This is an optimization exercise on Yosys and OpenROAD, whose aim is small area, a short achievable clock period and few clock cycles, not a production implementation. RTL that was checked went through simulation tests only; none was proved equivalent to the original. Power and IR drop assume default switching activity.

cedar:
## half_dot_v_m
module half_dot_v_m(
input rstn,
input clk,
input start,
input [159:0] vector,
input [1599:0] matrix,
output done,
output [159:0] vector_out
);
reg [19:0] sel;
always @(posedge clk)
  if (!rstn)
    sel <= 20'd1;
  else if (start)
    sel <= 20'd2;
  else if (!sel[0])
    sel <= {sel[18:0], sel[19]};
wire fetch = start | ~sel[0];
wire [9:0] row_sel;
wire col_sel = |(sel & 20'haaaaa);
genvar i, j;
generate
  for (i = 0; i < 10; i = i + 1) begin : rows
    assign row_sel[i] = sel[2*i] | sel[2*i+1];
  end
endgenerate
wire [15:0] v_mux;
wire [15:0] m_mux [0:4];
hdvm_select #(.N(10)) vsel(.sel(row_sel), .d(vector), .q(v_mux));
generate
  for (j = 0; j < 5; j = j + 1) begin : msel
    wire [319:0] d;
    for (i = 0; i < 20; i = i + 1) begin : e
      assign d[16*i +: 16] = matrix[16*(10*(i/2) + 2*j + (i%2)) +: 16];
    end
    hdvm_select #(.N(20)) s(.sel(sel), .d(d), .q(m_mux[j]));
  end
endgenerate
reg [15:0] op_v;
reg [15:0] op_m [0:4];
integer u;
always @(posedge clk) begin
  op_v <= v_mux;
  for (u = 0; u < 5; u = u + 1)
    op_m[u] <= m_mux[u];
end
reg [3:0] tag_op, tag_m, tag_p, tag_a;
always @(posedge clk)
  if (!rstn) begin
    tag_op <= 4'd0;
    tag_m <= 4'd0;
    tag_p <= 4'd0;
    tag_a <= 4'd0;
  end else begin
  ...
For scale: ~9,500 cells after synthesis, roughly 770 flip-flops, roughly 1,900 I/O pins, ~0.081 mm2 of cells after synthesis.
==> module hdvm_mac, before the edit <==
module hdvm_mac(
input clk,
input [15:0] v,
input [15:0] m,
input clear,
input wr0,
input busy,
output reg [15:0] out0,
output reg [15:0] out1
);
wire [21:0] q0, q1;
wire [5:0] qe;
wire qs, qz;
hdvm_mul_s1 mul1(.a(v), .b(m), .r0(q0), .r1(q1), .e(qe), .s(qs), .z(qz));
reg [21:0] m_r0, m_r1;
reg [5:0] m_e;
reg m_s, m_z;
always @(posedge clk) begin
  m_r0 <= q0;
  m_r1 <= q1;
  m_e <= qe;
  m_s <= qs;
  m_z <= qz;
end
wire [15:0] prod;
hdvm_mul_s2 mul2(.r0(m_r0), .r1(m_r1), .e(m_e), .s(m_s), .z(m_z), .c(prod));
reg [15:0] p;
always @(posedge clk)
  p <= prod;
reg [15:0] acc_q;
wire [11:0] ax, ay;
wire [4:0] aemax;
wire asticky, as, asub, anear;
hdvm_add_s1 add1(.a(acc_q), .b(p), .x(ax), .y(ay), .sticky(asticky), .emax(aemax),
                 .s(as), .sub(asub), .near(anear));
reg [11:0] a_x, a_y;
reg [4:0] a_emax;
reg a_sticky, a_s, a_sub, a_near;
always @(posedge clk) begin
  a_x <= ax;
  a_y <= ay;
  a_emax <= aemax;
  a_sticky <= asticky;
  a_s <= as;
  a_sub <= asub;
  a_near <= anear;
end
wire [15:0] sum;
hdvm_add_s2 add2(.x(a_x), .y(a_y), .sticky(a_sticky), .emax(a_emax), .s(a_s),
                 .sub(a_sub), .near(a_near), .c(sum));
always @(posedge clk) begin
  if (clear)
    acc_q <= 16'd0;
  else if (busy)
    acc_q <= sum;
  if (wr0)
    out0 <= sum;
end
always @*
  out1 = acc_q;
endmodule
==> module half_dot_v_m, before the edit <==
module half_dot_v_m(
input rstn,
input clk,
input start,
input [159:0] vector,
input [1599:0] matrix,
output done,
output [159:0] vector_out
);
reg [19:0] sel;
always @(posedge clk)
  if (!rstn)
    sel <= 20'd1;
  else if (start)
    sel <= 20'd2;
  else if (!sel[0])
    sel <= {sel[18:0], sel[19]};
wire fetch = start | ~sel[0];
wire [9:0] row_sel;
wire col_sel = |(sel & 20'haaaaa);
genvar i, j;
generate
  for (i = 0; i < 10; i = i + 1) begin : rows
    assign row_sel[i] = sel[2*i] | sel[2*i+1];
  end
endgenerate
wire [15:0] v_mux;
wire [15:0] m_mux [0:4];
hdvm_select #(.N(10)) vsel(.sel(row_sel), .d(vector), .q(v_mux));
generate
  for (j = 0; j < 5; j = j + 1) begin : msel
    wire [319:0] d;
    for (i = 0; i < 20; i = i + 1) begin : e
      assign d[16*i +: 16] = matrix[16*(10*(i/2) + 2*j + (i%2)) +: 16];
    end
    hdvm_select #(.N(20)) s(.sel(sel), .d(d), .q(m_mux[j]));
  end
endgenerate
reg [15:0] op_v;
reg [15:0] op_m [0:4];
integer u;
always @(posedge clk) begin
  op_v <= v_mux;
  for (u = 0; u < 5; u = u + 1)
    op_m[u] <= m_mux[u];
end
reg [3:0] tag_op, tag_m, tag_p, tag_a;
always @(posedge clk)
  if (!rstn) begin
    tag_op <= 4'd0;
    tag_m <= 4'd0;
    tag_p <= 4'd0;
    tag_a <= 4'd0;
  end else begin
    tag_op <= {fetch, row_sel[0], row_sel[9], col_sel};
    tag_m <= tag_op;
    tag_p <= tag_m;
    tag_a <= tag_p;
  end
wire clear = tag_m[3] & tag_m[2];
wire wr0 = tag_a[3] & tag_a[1] & ~tag_a[0];
wire wr1 = tag_a[3] & tag_a[1] & tag_a[0];
reg done_q;
always @(posedge clk)
  if (!rstn | start)
    done_q <= 1'b0;
  else if (wr1)
    done_q <= 1'b1;
assign done = done_q;
genvar g;
generate
  for (g = 0; g < 5; g = g + 1) begin : unit
    hdvm_mac mac(
      .clk(clk),
      .v(op_v),
      .m(op_m[g]),
      .clear(clear),
      .wr0(wr0),
      .busy(tag_a[3]),
      .out0(vector_out[32*g +: 16]),
      .out1(vector_out[32*g+16 +: 16])
    );
  end
endgenerate
endmodule
export LEC_CHECK = 0
export CAP_MARGIN = 20
export CORE_AREA = 125 125 575 575
export CTS_CLUSTER_DIAMETER = 100
export CTS_CLUSTER_SIZE = 20
export DIE_AREA = 0 0 700 700
export SLEW_MARGIN = 20
create_clock -name core_clock -period 11.0 [get_ports {clk}]
standard.sh (not shown) runs the stock make flow with config.mk's settings and CLKGATE_MAP_FILE= SYNTH_SCRIPT=/design/flow/synth_recipe.tcl, a recipe that flattens the netlist after the stock synthesis.
==> flow/flow/run.sh <==
#!/bin/bash
set -uo pipefail
export BUFFER_PORTS_ARGS="-buffer_cell sky130_fd_sc_hd__buf_1"
bash standard.sh SETUP_SLACK_MARGIN=7.5 finish > standard.log 2>&1
cedar has completed all stages; timing, DRC and antenna checks passed.
Edits applied to the flow inputs when going from cedar to birch:
--- a/flow/design.v
+++ b/flow/design.v
@@ -418,7 +418,7 @@
 input [15:0] m,
 input clear,
 input wr0,
-input busy,
+input wr1,
 output reg [15:0] out0,
 output reg [15:0] out1
 );
@@ -463,15 +463,12 @@
 hdvm_add_s2 add2(.x(a_x), .y(a_y), .sticky(a_sticky), .emax(a_emax), .s(a_s),
                  .sub(a_sub), .near(a_near), .c(sum));
 always @(posedge clk) begin
-  if (clear)
-    acc_q <= 16'd0;
-  else if (busy)
-    acc_q <= sum;
+  acc_q <= clear ? 16'd0 : sum;
   if (wr0)
     out0 <= sum;
+  if (wr1)
+    out1 <= sum;
 end
-always @*
-  out1 = acc_q;
 endmodule
 module hdvm_select #(
 parameter N = 10
@@ -546,7 +543,7 @@
     tag_p <= tag_m;
     tag_a <= tag_p;
   end
-wire clear = tag_m[3] & tag_m[2];
+wire clear = tag_m[2];
 wire wr0 = tag_a[3] & tag_a[1] & ~tag_a[0];
 wire wr1 = tag_a[3] & tag_a[1] & tag_a[0];
 reg done_q;
@@ -565,7 +562,7 @@
       .m(op_m[g]),
       .clear(clear),
       .wr0(wr0),
-      .busy(tag_a[3]),
+      .wr1(wr1),
       .out0(vector_out[32*g +: 16]),
       .out1(vector_out[32*g+16 +: 16])
     );
==> notes.md <==
birch closes out successfully: all stages finished, all timing, DRC and antenna checks passed.
Time the final worst path needs with I/O delays and setup ended up 96 ps lower on birch than on cedar.
Critical setup path kind: reg2reg -> birch, reg2out -> cedar
Delta(met3 global-route usage, birch - cedar) < 0
birch ended up with adder cells as its main combinational cell family by area after synthesis; cedar ended up with compound AO/OA/AOI/OAI gates.
Max biggest fanout along the worst timing path across birch and cedar: birch
Comparing birch and cedar, combinational power is higher on cedar.
birch against cedar: required time of the critical path shows an increase of 2800 ps, number of cells on the critical path grew by 14.
Taking cedar as the reference, in birch first-pass GRT wire length fell about 5%; buffer and inverter count on the worst path rose 2.
Testbench counts of birch, summed over its fixed seeds: cycles 43,200.
Function not checked in cedar: the RTL went through the layout flow alone.

re-timing with driven ports:
Ports are ideal in the flow. The routed layouts listed here were re-timed in OpenROAD.
Step 1 (the two cells are an assumption about what drives the block):
set clk [get_ports {clk}]
set_driving_cell -lib_cell sky130_fd_sc_hd__clkbuf_16 $clk
set_driving_cell -lib_cell sky130_fd_sc_hd__buf_2 [delete_from_list [all_inputs] $clk]
Step 2, shift: input delay + t, output delay - t, t = (earliest + latest rising clock arrival at the registers) / 2. This alone moves slack from input paths to output paths.
a / b / c = ideal / step 1 / step 2; a / b = the first two.
run	shift t [ns]	setup slack, ns	worst setup path at the end	worst register clock-pin slew, ns
cedar	0.823	7.318 / 7.224 / 6.737	input to register	0.10 / 0.10
birch	0.813	7.414 / 7.366 / 6.632	input to register	0.10 / 0.10
After both steps setup and hold are still met in every run listed. The setup slack of birch, which loses most, moves by -0.048 ns with the drivers and by -0.782 ns with both steps.
